Context: an optimization exercise on an open-source flow, tuned for small area, a short achievable clock period and few clock cycles per item. The choices shown serve that exercise and are no tape-out recipe.
Function was checked by simulation only, so behaviour that the tests miss may differ from the original.
Power figures rest on the tool's default switching activity, not on a simulated workload.

<file path="flow/config.mk">
export PLATFORM = sky130hd
export DESIGN_NAME = JAM
export DESIGN_NICKNAME = JAM
export VERILOG_FILES = /design/flow/design.v
export SDC_FILE = /design/flow/constraint.sdc
export NUM_CORES = 4
export LEC_CHECK = 0
export CAP_MARGIN = 20
export CORE_MARGIN = 2
export CORE_UTILIZATION = 40
export CTS_CLUSTER_DIAMETER = 100
export CTS_CLUSTER_SIZE = 20
export SLEW_MARGIN = 20
</file>
<file path="flow/constraint.sdc">
create_clock -name core_clock -period 4.0 [get_ports {CLK}]
set_input_delay 0.8000 -clock core_clock [delete_from_list [all_inputs] [get_ports {CLK}]]
set_output_delay 0.8000 -clock core_clock [all_outputs]
set_load 0.01 [all_outputs]
</file>
<file path="flow/design.v">
module JAM (
    input CLK,
    input RST,
    output reg [2:0] W,
    output reg [2:0] J,
    input [6:0] Cost,
    output reg [3:0] MatchCount,
    output reg [9:0] MinCost,
    output reg Valid );
localparam [3:0] S_SCAN = 4'd0,   
                 S_WAIT = 4'd1,   
                 S_A0   = 4'd3,   
                 S_ADJ  = 4'd4,   
                 S_PRU  = 4'd5,   
                 S_DINI = 4'd6,   
                 S_DFS  = 4'd7,   
                 S_DONE = 4'd8;
localparam [1:0] T_NONE = 2'd0, T_SCAN = 2'd1, T_ADJ = 2'd2, T_A0 = 2'd3;
reg [3:0]  cs;
reg        fix;           
reg        wz;            
reg        adj_end;
reg        aug;           
reg [7:0]  wv   [0:7];    
reg [7:0]  mv   [0:7];    
reg [2:0]  way  [0:7];    
reg [2:0]  p    [0:7];    
reg [7:0]  mt;            
reg [7:0]  used;          
reg [2:0]  row;           
reg [3:0]  j0;            
reg [6:0]  dl;            
reg [9:0]  base;          
reg [7:0]  best;          
reg [2:0]  j1;            
reg [2:0]  jj;            
reg [1:0]  s1_tag;
reg [9:0]  s1_cb;         
reg [7:0]  s1_w;          
reg [7:0]  s1_corr;       
reg        s1_wb;
reg [2:0]  s1_col;
reg [1:0]  s2_tag;
reg [7:0]  s2_x;          
reg [7:0]  s2_m;
reg [2:0]  s2_col;
reg        s2_mt;         
reg        j1_mt;         
integer q;
function [3:0] next_free;
  input [7:0] u;
  input [3:0] from;
  integer n;
  begin
    next_free = 4'd8;
    for (n = 7; n >= 0; n = n - 1)
      if (!u[n] && n >= from) next_free = n;
  end
endfunction
function [2:0] lowest;
  input [7:0] m;
  integer n;
  begin
    lowest = 3'd0;
    for (n = 7; n >= 0; n = n - 1)
      if (m[n]) lowest = n;
  end
endfunction
function [3:0] nf_next;
  input [7:0] m;
  input [2:0] a;
  integer n;
  begin
    nf_next = 4'd8;
    for (n = 7; n >= 0; n = n - 1)
      if (m[n] && n > a) nf_next = n;
  end
endfunction
function [3:0] nf_prev;
  input [7:0] m;
  input [2:0] a;
  integer n;
  begin
    nf_prev = 4'd8;
    for (n = 0; n < 8; n = n + 1)
      if (m[n] && n < a) nf_prev = n;
  end
endfunction
function [9:0] add10c;
  input [9:0] a, b;
  input       cin;
  reg [9:0] p, g, pp, gg, p2, g2;
  integer i, d;
  begin
    p = a ^ b;
    g = a & b;
    g[0] = g[0] | (p[0] & cin);
    pp = p;
    gg = g;
    for (d = 1; d < 10; d = d * 2) begin
      p2 = pp;
      g2 = gg;
      for (i = 0; i < 10; i = i + 1)
        if (i >= d) begin
          g2[i] = gg[i] | (pp[i] & gg[i - d]);
          p2[i] = pp[i] & pp[i - d];
        end
      pp = p2;
      gg = g2;
    end
    add10c = p ^ {gg[8:0], cin};
  end
endfunction
function [9:0] add3c;
  input [9:0] a, b, c;
  input       cin1, cin2;
  begin
    add3c = add10c(a ^ b ^ c, {(a[8:0] & b[8:0]) | (a[8:0] & c[8:0]) | (b[8:0] & c[8:0]), cin1}, cin2);
  end
endfunction
function lt8;
  input [7:0] a, b;
  reg r, e;
  integer i;
  begin
    r = 1'b0;
    e = 1'b1;
    for (i = 7; i >= 0; i = i - 1) begin
      r = r | (e & ~a[i] & b[i]);
      e = e & ~(a[i] ^ b[i]);
    end
    lt8 = r;
  end
endfunction
wire [3:0]  nf_scan  = next_free(fix ? 8'd0 : used, {1'b0, J} + 4'd1);
wire [3:0]  nf_first = next_free(used, 4'd0);
wire [9:0]  corr10 = add10c({3'd0, dl}, {2'b11, ~mv[J]}, 1'b1);
wire [9:0]  base_a0 = add3c({3'd0, dl}, {2'b11, ~wv[J]}, {3'b111, ~Cost}, 1'b1, 1'b1);
wire [9:0]  wnew10 = add10c({2'd0, s1_w}, {2'd0, s1_corr}, 1'b0);
wire [7:0]  wnew = wnew10[7:0];
wire [9:0]  x2   = add3c(s1_cb, {2'd0, s1_w}, {2'd0, s1_corr}, 1'b0, 1'b0);
wire [7:0]  xsat = s2_x[7] ? 8'hff : s2_x;
wire        xlt  = j0[3] | lt8(xsat, s2_m);
wire        xb   = lt8(xsat, best);
wire        mb   = lt8(s2_m, best);
wire        alt  = lt8(s2_x, best);
wire [7:0]  nmv3 = xlt ? xsat : s2_m;
wire        nbst = xlt ? xb : mb;
wire [7:0]  pbit = 8'd1 << p[s2_col];
wire        nlast = (s2_tag == T_SCAN) & nbst;
wire [7:0]  bestf = nlast ? nmv3 : best;
wire [2:0]  j1f   = nlast ? s2_col : j1;
wire        j1mtf = nlast ? s2_mt : j1_mt;
reg  [7:0]  alive, ina;
reg         pchg;         
integer a, b;
always @(*) begin
  for (a = 0; a < 8; a = a + 1) begin
    ina[a] = 1'b0;
    for (b = 0; b < 8; b = b + 1)
      if (b != a) ina[a] = ina[a] | (mv[b][a] & mt[b]);
    alive[a] = mt[a] & ina[a] & |(mv[a] & mt & ~(8'd1 << a));
  end
end
wire [2:0]  dj      = lowest(best);
wire [7:0]  dused_d = used | (8'd1 << dj);
wire [3:0]  lnext   = nf_next(mt, j1);
wire [2:0]  nf_lo   = lowest(mt);
wire [3:0]  lprev   = nf_prev(mt, j1);
wire [2:0]  cprev   = way[lprev[2:0]];
wire [7:0]  dused_b = used & ~(8'd1 << cprev);
wire [7:0]  gtmask  = 8'hfe << cprev;
wire        ddesc   = !lnext[3] && best != 8'd0;
wire [2:0]  ridx    = (cs == S_DINI) ? nf_lo : ddesc ? lnext[2:0] : lprev[2:0];
wire [7:0]  rrow    = mv[ridx];
always @(posedge CLK) begin
  if (s1_tag != T_NONE && s1_wb) wv[s1_col] <= wnew;
end
always @(posedge CLK or posedge RST) begin
  if (RST) begin
    cs <= S_SCAN;
    W <= 3'd0;
    J <= 3'd0;
    row <= 3'd0;
    j0 <= 4'd8;
    used <= 8'd0;
    mt <= 8'd0;
    dl <= 7'd0;
    base <= 10'd0;
    best <= 8'hff;
    fix <= 1'b1;
    wz <= 1'b1;
    aug <= 1'b0;
    adj_end <= 1'b0;
    s1_tag <= T_NONE;
    s2_tag <= T_NONE;
    MinCost <= 10'd0;
    MatchCount <= 4'd0;
    Valid <= 1'b0;
  end else begin
    s1_tag <= T_NONE;
    s1_cb <= add10c({3'd0, Cost}, base, 1'b0);
    s1_w <= wz ? 8'd0 : wv[J];
    s1_corr <= (fix & used[J]) ? corr10[7:0] : 8'd0;
    s1_wb <= (fix & used[J]) | wz;
    s1_col <= J;
    s2_tag <= s1_tag;
    s2_x <= (|x2[9:8]) ? 8'hff : x2[7:0];
    s2_m <= mv[s1_col];
    s2_col <= s1_col;
    s2_mt <= mt[s1_col];
    if (s2_tag == T_SCAN) begin
      mv[s2_col] <= nmv3;
      if (!j0[3] && xlt) way[s2_col] <= j0[2:0];
      if (nbst) begin
        best <= nmv3;
        j1 <= s2_col;
        j1_mt <= s2_mt;
      end
    end
    if (s2_tag == T_ADJ) begin
      if (s2_col == 3'd0 || alt) begin
        best <= s2_x;
        mt <= pbit;
      end else if (s2_x == best)
        mt <= mt | pbit;
      if (s2_col == 3'd7) begin
        mv[row] <= alt ? pbit :
                   (s2_x == best) ? (mt | pbit) : mt;
        row <= row + 3'd1;
      end
    end
    if (aug) begin
      if (way[jj] == jj) begin
        p[jj] <= row;
        row <= row + 3'd1;
        MinCost <= MinCost + {3'd0, dl};
        aug <= 1'b0;
      end else begin
        p[jj] <= p[way[jj]];
        jj <= way[jj];
      end
    end
    case (cs)
      S_SCAN: begin
        s1_tag <= T_SCAN;
        if (nf_scan[3]) begin
                cs <= S_WAIT;
        end else
          J <= nf_scan[2:0];
      end
      S_WAIT: begin
        if (s1_tag == T_NONE && adj_end) begin
          mt <= 8'hff;
          pchg <= 1'b1;
          cs <= S_PRU;
        end
        else if (s1_tag == T_NONE) begin
          best <= 8'hff;
          dl <= bestf[6:0];
          fix <= 1'b0;
          wz <= 1'b0;
          if (j0[3]) begin
            for (q = 0; q < 8; q = q + 1)
              way[q] <= q;
          end
          if (j1mtf) begin
            used <= (fix ? 8'd0 : used) | (8'd1 << j1f);
            j0 <= {1'b0, j1f};
            W <= p[j1f];
            J <= j1f;
            cs <= S_A0;
          end else begin
            if (fix) used <= 8'd0;
            mt[j1f] <= 1'b1;
            jj <= j1f;
            aug <= 1'b1;
            fix <= 1'b1;
            j0 <= 4'd8;
            base <= 10'd0;
            J <= 3'd0;
            if (row == 3'd7) begin
              W <= 3'd0;
              cs <= S_ADJ;
            end else begin
              W <= row + 3'd1;
              cs <= S_SCAN;
            end
          end
        end
      end
      S_A0: begin
        base <= base_a0;
        J <= nf_first[2:0];
        cs <= S_SCAN;
      end
      S_ADJ: if (!aug) begin
        s1_tag <= T_ADJ;
        J <= J + 3'd1;
        if (J == 3'd7) begin
          W <= W + 3'd1;
          fix <= 1'b0;
          if (W == 3'd7) begin
            adj_end <= 1'b1;
                    cs <= S_WAIT;
          end
        end
      end
      S_PRU: begin
        mt <= alive;
        used <= ~alive;
        pchg <= |(mt & ~alive);
        if (!pchg) begin
          MatchCount <= 4'd1;
          if (mt == 8'd0) begin
            Valid <= 1'b1;
            cs <= S_DONE;
          end else
            cs <= S_DINI;
        end
      end
      S_DINI: begin
        j1 <= nf_lo;
        best <= rrow & ~used;
        MatchCount <= 4'd0;
        cs <= S_DFS;
      end
      S_DFS: begin
        if (!lnext[3] && best != 8'd0) begin
          way[j1] <= dj;
          used <= dused_d;
          best <= rrow & ~dused_d;
          j1 <= lnext[2:0];
        end else begin
          if (lnext[3] && best != 8'd0) MatchCount <= MatchCount + 4'd1;
          if (lprev[3]) begin
            Valid <= 1'b1;
            cs <= S_DONE;
          end else begin
            used <= dused_b;
            best <= rrow & ~dused_b & gtmask;
            j1 <= lprev[2:0];
          end
        end
      end
      default: ;
    endcase
  end
end
endmodule
</file>
<file path="flow/run.sh">
#!/bin/bash
# synth_recipe.tcl (not shown) runs the flow's synth.tcl, then flattens the netlist and writes it again
# the make line also repeats each setting of config.mk as NAME=value (left out here)
make -C /OpenROAD-flow-scripts/flow DESIGN_CONFIG=/design/flow/config.mk WORK_HOME=/design/flow/orfs CLKGATE_MAP_FILE= SYNTH_SCRIPT=/design/flow/synth_recipe.tcl finish
</file>
==> results of run 1 <==
==> layer usage <==
layer,global-route usage [%],vias up
met3,4.36,205
met4,10.4,0
met1,41.8,9489
li1,-,8522
met5,0,-
met2,42.1,1149
==> state kept, by name, summed over array words and instances, names as in the netlist, 10 cells and up <==
register and flops:
MinCost 10, wv 64, way 24, mv 64, s1_cb 10, p 24, base 10
==> repair_timing <==
item | 4_1_cts | 5_1_grt
setup endpoints to repair | 0 | 4
setup buffers | 0 | 4
hold buffers | 0 | 0
resized for setup | 0 | 7
==> cells in the mapped netlist (11+ instances only) <==
library cell | count | area share [%]
a211oi_1 | 15 | 0.52
a21o_1 | 23 | 0.79
a21oi_1 | 119 | 2.7
a221oi_1 | 20 | 0.81
a222oi_1 | 24 | 1.1
a22o_1 | 13 | 0.52
a22oi_1 | 61 | 2.1
a31oi_1 | 21 | 0.60
buf_1 | 15 | 0.26
buf_2 | 19 | 0.44
clkbuf_1 | 85 | 1.5
dfrtp_1 | 70 | 8.1
dfstp_2 | 11 | 1.3
edfxtp_1 | 234 | 32
fa_1 | 20 | 1.8
ha_1 | 73 | 4.2
inv_1 | 107 | 1.8
mux2_2 | 88 | 4.6
mux2i_1 | 85 | 3.9
mux4_2 | 23 | 2.4
nand2_1 | 249 | 4.3
nand2b_1 | 27 | 0.78
nand3_1 | 67 | 1.5
nand4_1 | 11 | 0.32
nor2_1 | 132 | 2.3
nor2b_1 | 31 | 0.89
nor3_1 | 48 | 1.1
nor4_1 | 13 | 0.37
o211ai_1 | 23 | 0.79
o21a_1 | 21 | 0.73
o21ai_0 | 181 | 4.2
o22ai_1 | 31 | 0.89
o31ai_1 | 19 | 0.66
or3_1 | 13 | 0.37
xnor2_1 | 32 | 1.3
xor2_1 | 12 | 0.48
==> cell type report <==
cell class	count	area, µm²	share of cell area, %
multi-input combinational	1663	11700	48.5
inverter	113	428	1.77
timing repair buffer	174	1420	5.88
tap	696	871	3.61
clock inverter	5	51.3	0.212
sequential	315	9070	37.6
clock buffer	32	587	2.43
antenna	1	2.50	0.0104
==> worst min path at each step <==
| stage | start | to | slack, ps | cells after the start |
|---|---|---|---|---|
| finish | MinCost[9] | MinCost[9] | 470 | 1 |
| global route | s1_tag[0] | s2_tag[0] | 470 | 0 |
| CTS | s1_tag[0] | s2_tag[0] | 460 | 0 |
| detailed placement | s1_tag[1] | s2_tag[1] | 410 | 0 |
| global placement | s1_tag[1] | s2_tag[1] | 400 | 0 |
| floorplan | s1_tag[0] | s2_tag[0] | 370 | 0 |
==> cell families after synthesis <==
kind of cell               Yosys count  synth area share (%)
muxes                              197                  11.0
and+or+nand+nor                    643                  13.8
AOI/OAI and AO/OA                  679                  20.8
xor gates and xnor gates            44                  1.77
buffers and inverters              242                  4.52
adders and majority gates          100                  6.37
DFF                                315                  41.7
==> power breakdown <==
group / switching, W / internal (W) / total (W)
registers: 0.00115 / 0.00491 / 0.00606
clock network: 0.00125 / 0.00104 / 0.00229
logic: 0.00902 / 0.00579 / 0.0148
==> stage by stage <==
stage | instance area [µm²] | TNS [ps] | power, W
detailed placement | 23400 | 0 | 0.0204
global route | 24100 | 0 | 0.0244
global placement | 23400 | 0 | 0.0202
finish | 24100 | 0 | 0.0232
CTS | 24100 | 0 | 0.0227
floorplan | 21700 | -102340 | 0.0150
==> cells in the final DEF (no fill, tap or decap), types with 29 or more instances in the layout <==
cell,count
nand2_1,249
edfxtp_1,234
o21ai_0,180
buf_4,141
nor2_1,132
a21oi_1,118
inv_1,106
mux2_2,88
mux2i_1,85
ha_1,72
dfrtp_1,70
nand3_1,67
a22oi_1,61
nor3_1,46
xnor2_1,32
nor2b_1,31
o22ai_1,31
clkdlybuf4s50_1,29
==> critical path, stage by stage, from the launching register on <==
cell,delay (ps)
dfrtp_1,410
buf_6,190
inv_1,120
ha_1,230
buf_4,190
a221oi_1,330
a21oi_1,80
a221oi_1,260
nand2_1,80
o21ai_0,150
ha_1,310
a21o_1,150
a21o_1,190
a21oi_1,160
o21bai_1,110
a21o_1,200
a21oi_1,170
xnor2_1,140
nor2_1,60
==> reports/results.tsv, run 1 <==
metric	value	unit
peakVddDrop	0.416	mV
top_layer	met4	
wirelength	81300	µm
met1_length	35400	µm
synth_edf_count	234	
fill_cells	5119	
final_layout_size_suffix_gt1_share	14.5	%
setup_viol	0	
port_buffers	29	
endpoint	s1_corr[7]	
fmax	263	MHz
die_y	237	µm
layout_setup_ws	202	ps
cp.required	4300	ps
viasPerCell	6.46	
cts_tree	yes	
fin_crit_sh	95.0	%
leakage	9.34	nW
drt_pre_antenna_iters	12	
ys_warn_count	4	
initial_utilization	40.4	%
dp_slack	205	ps
slew_viol_final	0	
async_flop_share	25.7	%
clk_latency	570	ps
ys.flop_type	edfxtp_1	
path_class	flop to flop	
syn-instance-count	2220	
tightest_slew	1170	ps
ff2ff_setup_slack	200	ps
synthesis.nets	2322	
synthDistinctLibCells	98	
drt-wirelength-per-cell	27.1	µm
period_minus_slack	3800	ps
met3_length	8060	µm
whs	473	ps
cts_root_buf	clkbuf_16	
grt_start_max_net_pins	101	
ys_ff_latch	315	
crit_path_start_kind	flop	
die_area	56200	µm²
core	53800	µm²
nets	2390	
htreeDepth	1	
cp_data_arrival_time	4100	ps
instances_no_fill	2999	
fin_skew	42.3	ps
vias	19400	
hold_viol_final	0	
place.gp.congestion	1.05	
r2r-start	J[0]	
route.met2.wl	34500	µm
numClockSinks	315	
critical_path.max_fanout	14	
grt_usage	28.4	%
grt_pass1_wl	120000	µm
cts_buffer_depth	3	
yosysSeqAreaShare	41.7	%
post-dp-hpwl	61000	µm
power_density	960	nW/µm²
drt_iter0_markers	2780	
gr-total-overflow	0	
hold_class	flop to flop	
r2r-end	s1_corr[7]	
syn-cell-area	21700	µm²
grt_pass1_vias	18200	
drc	0	
rr_worst_depth	18	
antenna_found_initial	6	
crit_start	J[0]	
row_count	85	
cts_buffers	21	
avgSynthCellArea	9.79	µm²
dieWidth	237	µm
io_pins	30	
finalCoreUtilization	44.9	%
slew_headroom	22.2	%
dp.cells	2956	
cap_violations	0	
rsz0062_at_grt	no	
antenna_left	0	
endpoint_kind	flop	
run_status	finished clean	
clkTransAtPathRegs	90	ps
syn_to_final_growth	11.1	%
Testbench counts, summed over its fixed seeds: cycles 4,584, tables 18.
==> run 2, diff against run 1 <==
--- a/flow/config.mk
+++ b/flow/config.mk
@@ -9,5 +9,6 @@
 export CORE_MARGIN = 2
-export CORE_UTILIZATION = 40
+export CORE_UTILIZATION = 50
 export CTS_CLUSTER_DIAMETER = 100
 export CTS_CLUSTER_SIZE = 20
+export PLACE_DENSITY = 0.65
 export SLEW_MARGIN = 20
==> reports/results.tsv, run 2 <==
metric	value	unit
slew_headroom	34.8	%
ys.flop_type	edfxtp_1	
synth_compound_area_share	20.8	%
clkTransAtPathRegs	100	ps
final_layout_size_suffix_gt1_share	15.0	%
grt_util_met3	7.70	%
synth_edf_count	234	
clockPowerShare	9.5	%
viasPerCell	6.59	
switching_share	49.1	%
leakage	9.38	nW
setup_tns	0	ps
syn_to_final_growth	10.8	%
gr-total-overflow	0	
whs	432	ps
core	43000	µm²
slowest_stage	dfrtp_2	
io_pins	30	
cts_buffers	20	
cts_tree	yes	
post-dp-hpwl	61500	µm
synth_top_family_by_area	compound AO/OA/AOI/OAI gates	
seqCellArea	9070	µm²
cts_root_buf	clkbuf_16	
die_y	213	µm
yosys.area.top_type	edfxtp_1	
tightest_slew	971	ps
vias	19100	
critPathMaxStageDelay	450	ps
crit_path_start_kind	flop	
synthDistinctLibCells	98	
cts_buffer_depth	3	
antenna_found_initial	4	
gr-max-usage-layer	met2	
combPwrFrac	64.0	%
final_cell_mix	nand2_1 (249), edfxtp_1 (234), o21ai_0 (181)	
yosysSeqAreaShare	41.7	%
switchingPower	0.0113	W
fmax	266	MHz
run_status	finished clean	
synthesis.nets	2322	
grt_usage	36.0	%
grt_pass1_vias	18100	
wirelength	81300	µm
peakVddDrop	0.434	mV
initial_utilization	50.6	%
drt-wirelength-per-cell	28.0	µm
place.gp.congestion	1.01	
ys_warn_count	4	
drt_iter0_markers	2827	
critical_path.max_fanout	8	
stdcell_area	24100	µm²
muxShareOfSynthArea	11.0	%
crit_chain	inv_1, ha_1, a222oi_1, a21oi_1, a221oi_1, nand2_1, o21ai_0, ha_1, a21o_1, a21o_1, a21oi_1, o21bai_1, a21o_1, a21oi_1, xnor2_1, nor2_1	
port_buffers	29	
crit_family	compound AO/OA/AOI/OAI gates	
ctsHoldBuffers	0	
rsz0062_at_grt	no	
synth_top_cells_by_area	edfxtp_1 (32%), dfrtp_1 (8.1%), mux2_2 (4.6%)	
setup_viol	0	
syn-cell-area	21700	µm²
htreeDepth	1	
numClockSinks	315	
cp_data_arrival_time	4080	ps
cap_violations	0	
post_synth_and_or_nand_nor_area_fraction	13.8	%
endpoint_kind	flop	
hold_viol_final	0	
synthAdderAreaFrac	6.37	%
layout_commonest_cell	nand2_1	
synth-xor-area-share	1.77	%
die_area	45200	µm²
syn-instance-count	2220	
use_met2	52.2	%
grt_pass1_wl	120000	µm
yosysMostFrequentCell	nand2_1	
top_regs	mv (64), wv (64)	
multi_input_area	11700	µm²
place_area	23500	µm²
antenna_left	0	
fill_cells	3851	
async_flop_share	25.7	%
finalPower	0.0231	W
synthTopCellsByCount	nand2_1 (249), edfxtp_1 (234), o21ai_0 (181)	
dieWidth	213	µm
p_seq_share	26.4	%
nets	2403	
power.internal	0.0118	W
path_class	flop to flop	
met1_usage	52.0	%
cp.required	4320	ps
fin_skew	27.8	ps
hold_class	flop to flop	
ys_ff_latch	315	
grt_start_max_net_pins	113	
drc	0	
drt_pre_antenna_iters	9	
avgSynthCellArea	9.79	µm²
slew_viol_final	0	
synth.top_cell.area_share	32.3	%
row_count	76	
period_minus_slack	3770	ps
fin_crit_sh	94.2	%
antenna_cells	0	
path_buf_inv	1	
power_density	960	nW/µm²
clk_latency	580	ps
[run 2: logic make-up after synthesis]
logic type               Yosys count
AO/OA/AOI/OAI                    679
XOR/XNOR                          44
adder cells (fa/ha/maj)          100
buffers and inverters            242
flip-flops                       315
multiplexers                     197
AND/OR/NAND/NOR                  643
[run 2: path summary, 6_finish.rpt]
check,end,slack (ps),cells after the start,startpoint
worst min register to register,s2_tag[1],430,0,s1_tag[1]
worst max register to register,s1_corr[7],230,16,J[1]
min in group asynchronous,W[0],1200,3,RST
worst max-delay path,s1_corr[7],230,16,J[1]
worst min-delay path,s2_tag[1],430,0,s1_tag[1]
max in group asynchronous,best[6],1910,4,RST
[run 2: power groups by stage]
stage	clock network [W]	registers [W]	logic, W
after floorplan	0	0.00552	0.00952
after global placement	0	0.00611	0.0141
after detailed placement	0	0.00613	0.0143
after CTS	0.00223	0.00606	0.0144
after global routing	0.00233	0.00618	0.0159
final	0.00220	0.00611	0.0148
[run 2: layout make-up]
type	instances	area share (%)
Clock buffer	31	2.33
Clock inverter	4	0.172
Inverter	113	1.78
Multi-Input combinational cell	1663	48.7
Sequential cell	315	37.7
Tap cell	585	3.04
Timing Repair Buffer	188	6.32
[run 2: metal layers]
layer,up-vias,share of wire [%]
met5,-,0.071
met4,2,4.7
met3,211,11
met2,1144,42
met1,9230,43
li1,8526,-
[run 2: worst reg2reg max path: cells and delay by family (launching register included)]
| family | cells | cell delay [ps] |
|---|---|---|
| xor+xnor | 1 | 140 |
| buf+inv | 1 | 170 |
| compound gates | 10 | 1890 |
| flops | 1 | 450 |
| fa+ha+maj | 2 | 690 |
| simple gates | 2 | 160 |
[run 2: through the flow]
step | worst slack [ps] | util, % | std cells
4_1_cts | 175 | 56.0 | 2899
2_1_floorplan | -746 | - | 2220
5_1_grt | 14.7 | 56.0 | 2899
3_3_place_gp | 250 | 54.6 | 2864
3_5_place_dp | 197 | 54.6 | 2864
6_report | 234 | 56.0 | 2899
[run 2: repair_timing]
item | in CTS | in global routing
endpoints found under the setup margin | 0 | 6
resized for setup | 0 | 7
buffers inserted | 0 | 0
==> run 3, diff against run 2 <==
--- a/flow/config.mk
+++ b/flow/config.mk
@@ -12,3 +12,2 @@
 export CTS_CLUSTER_SIZE = 20
-export PLACE_DENSITY = 0.65
 export SLEW_MARGIN = 20
==> reports/results.tsv, run 3 <==
metric	value	unit
cp_data_arrival_time	4190	ps
async_flop_share	25.7	%
endpoint_kind	flop	
power.internal	0.0118	W
run_status	finished clean	
critical_path.max_fanout	8	
viasPerCell	6.68	
final_layout_size_suffix_gt1_share	15.5	%
period_minus_slack	3740	ps
yosys.area.top_type	edfxtp_1	
finalPower	0.0233	W
row_count	76	
leakage	9.49	nW
setup_tns	0	ps
power_density	962	nW/µm²
switching_share	49.2	%
cap_violations	0	
synthTopCellsByCount	nand2_1 (249), edfxtp_1 (234), o21ai_0 (181)	
met3_length	7710	µm
initial_utilization	50.6	%
slew_headroom	36.6	%
core	43000	µm²
hold_viol_final	0	
dieWidth	213	µm
slew_viol_final	0	
dp.cells	2880	
syn_to_final_growth	11.5	%
fmax	267	MHz
syn-cell-area	21700	µm²
clkTransAtPathRegs	90	ps
path_buf_inv	2	
fin_crit_sh	93.5	%
yosysMostFrequentCell	nand2_1	
slowest_stage	mux4_2	
io_pins	30	
rsz0062_at_grt	no	
cts_tree	yes	
drc	0	
ff2ff_setup_slack	260	ps
whs_path_depth	0	
switchingPower	0.0115	W
cp.required	4450	ps
crit_chain	buf_4, mux4_2, mux2i_1, fa_1, inv_1, ha_1, nor2b_1, o21ai_1, a21boi_0, o21a_1, o21ai_0, a21oi_1, nor2_1, xnor2_1, a22o_1	
met1_length	35500	µm
crit_family	multiplexers	
synth_edf_count	234	
final_cell_mix	nand2_1 (249), edfxtp_1 (234), o21ai_0 (180)	
cts_buffers	20	
combPwrFrac	64.4	%
clk_latency	580	ps
ys_warn_count	4	
cts_buffer_depth	3	
grt_usage	36.8	%
top_regs	mv (64), wv (64)	
critPathMaxStageDelay	510	ps
synthDistinctLibCells	98	
rr_worst_depth	15	
avgSynthCellArea	9.79	µm²
stdcell_area	24200	µm²
grt_pass1_wl	122000	µm
layout_setup_ws	259	ps
antenna_left	0	
min_from	s1_tag[1]	
synth.top_cell.area_share	32.3	%
clockPowerShare	9.6	%
numClockSinks	315	
post-dp-hpwl	63500	µm
peakVddDrop	0.548	mV
die_y	213	µm
ys.flop_type	edfxtp_1	
ys_ff_latch	315	
yosysSeqAreaShare	41.7	%
place.gp.congestion	1.03	
vias	19500	
nets	2421	
fill_cells	3798	
drt_pre_antenna_iters	9	
r2r-start	J[0]	
fin_skew	34.0	ps
p_seq_share	26.0	%
place_area	23600	µm²
route.met2.wl	36600	µm
tightest_slew	925	ps
grt_start_max_net_pins	94	
htreeDepth	1	
gr-total-overflow	0	
die_area	45200	µm²
instances_no_fill	2919	
layout_commonest_cell	nand2_1	
wirelength	83300	µm
top_layer	met5	
crit_path_start_kind	flop	
grt_pass1_vias	18000	
port_buffers	29	
drt-wirelength-per-cell	28.5	µm
r2r-end	base[8]	
hold_end	s2_tag[1]	
setup_viol	0	
path_class	flop to flop	
antenna_found_initial	3	
dp_slack	128	ps
drt_iter0_markers	3132	
syn-instance-count	2220	
synth_top_cells_by_area	edfxtp_1 (32%), dfrtp_1 (8.1%), mux2_2 (4.6%)	
hold_class	flop to flop	
synthesis.nets	2322	
cts_root_buf	clkbuf_16	
==> run 3: layout make-up <==
cell class / count / area [µm²] / area share [%]
Tap cell: 585 / 732 / 3.02
Multi-Input combinational cell: 1663 / 11700 / 48.3
Clock inverter: 3 / 41.3 / 0.170
Timing Repair Buffer: 206 / 1670 / 6.89
Inverter: 113 / 428 / 1.77
Clock buffer: 33 / 581 / 2.40
Sequential cell: 315 / 9070 / 37.4
Antenna cell: 1 / 2.50 / 0.0103
==> run 3: stage by stage <==
step / hold WS, ps / utilization (%)
2_1_floorplan: 367 / -
3_3_place_gp: 376 / 54.9
3_5_place_dp: 380 / 54.9
4_1_cts: 401 / 56.3
5_1_grt: 416 / 56.4
6_report: 406 / 56.4
==> run 3: power groups by stage <==
| stage | logic [W] | registers (W) | clock network (W) |
|---|---|---|---|
| floorplan | 0.00952 | 0.00552 | 0 |
| global placement | 0.0144 | 0.00606 | 0 |
| detailed placement | 0.0146 | 0.00608 | 0 |
| CTS | 0.0146 | 0.00601 | 0.00225 |
| global route | 0.0161 | 0.00613 | 0.00236 |
| finish | 0.0150 | 0.00606 | 0.00223 |
==> run 3: worst max-delay path by stage <==
stage          start  endpoint  slack (ps)  cells after the start
2_1_floorplan    RST   p[0][0]        -750                      3
3_3_place_gp    J[0]   base[8]         170                     13
3_5_place_dp    J[0]   base[8]         130                     13
4_1_cts         J[0]   base[8]          70                     13
5_1_grt         J[0]   base[7]          40                     13
6_report        J[0]   base[8]         260                     15
==> run 3: kinds of logic after synthesis <==
group	after synthesis	share of synthesized area, %
fa+ha+maj	100	6.37
compound gates	679	20.8
flops	315	41.7
buf+inv	242	4.52
simple gates	643	13.8
xor+xnor	44	1.77
mux	197	11.0
==> run 3: metal layers <==
layer	global-route usage, %	vias to the layer above
li1	-	8581
met1	52.9	9570
met2	56.0	1158
met3	6.10	194
met4	13.4	2
met5	0	-
==> run 3: repair_timing <==
item / 4_1_cts / 5_1_grt
endpoints found under the setup margin: 0 / 7
setup buffers: 0 / 2
hold buffers: 0 / 0
resized for setup: 0 / 6

-- what the ideal ports hide --
Ports are ideal in the flow. The routed layouts listed here were re-timed in OpenROAD.
Step 1 sets driving cells, clkbuf_16 on the clock port and buf_2 on the other inputs (assumed; they add their load-dependent delay and slew).
Step 2 moves the port delays by t, midway between the first and last clock arrival at a register: inputs arrive t later, outputs are due t later. That takes back most of the time a late clock gives input paths.
a / b / c = ideal / step 1 / step 2; a / b = the first two.
| run | t (ns) | setup WS [ns] | latest minus earliest clock arrival (ns) |
|---|---|---|---|
| run 1 | 0.611 | 0.202 / 0.202 / 0.202 | 0.043 / 0.043 |
| run 2 | 0.622 | 0.234 / 0.234 / 0.230 | 0.028 / 0.028 |
| run 3 | 0.617 | 0.259 / 0.259 / 0.259 | 0.034 / 0.034 |
After both steps setup and hold are still met in every run listed. The setup slack of run 2, which loses most, moves by 0.000 ns with the drivers and by -0.004 ns with both steps.
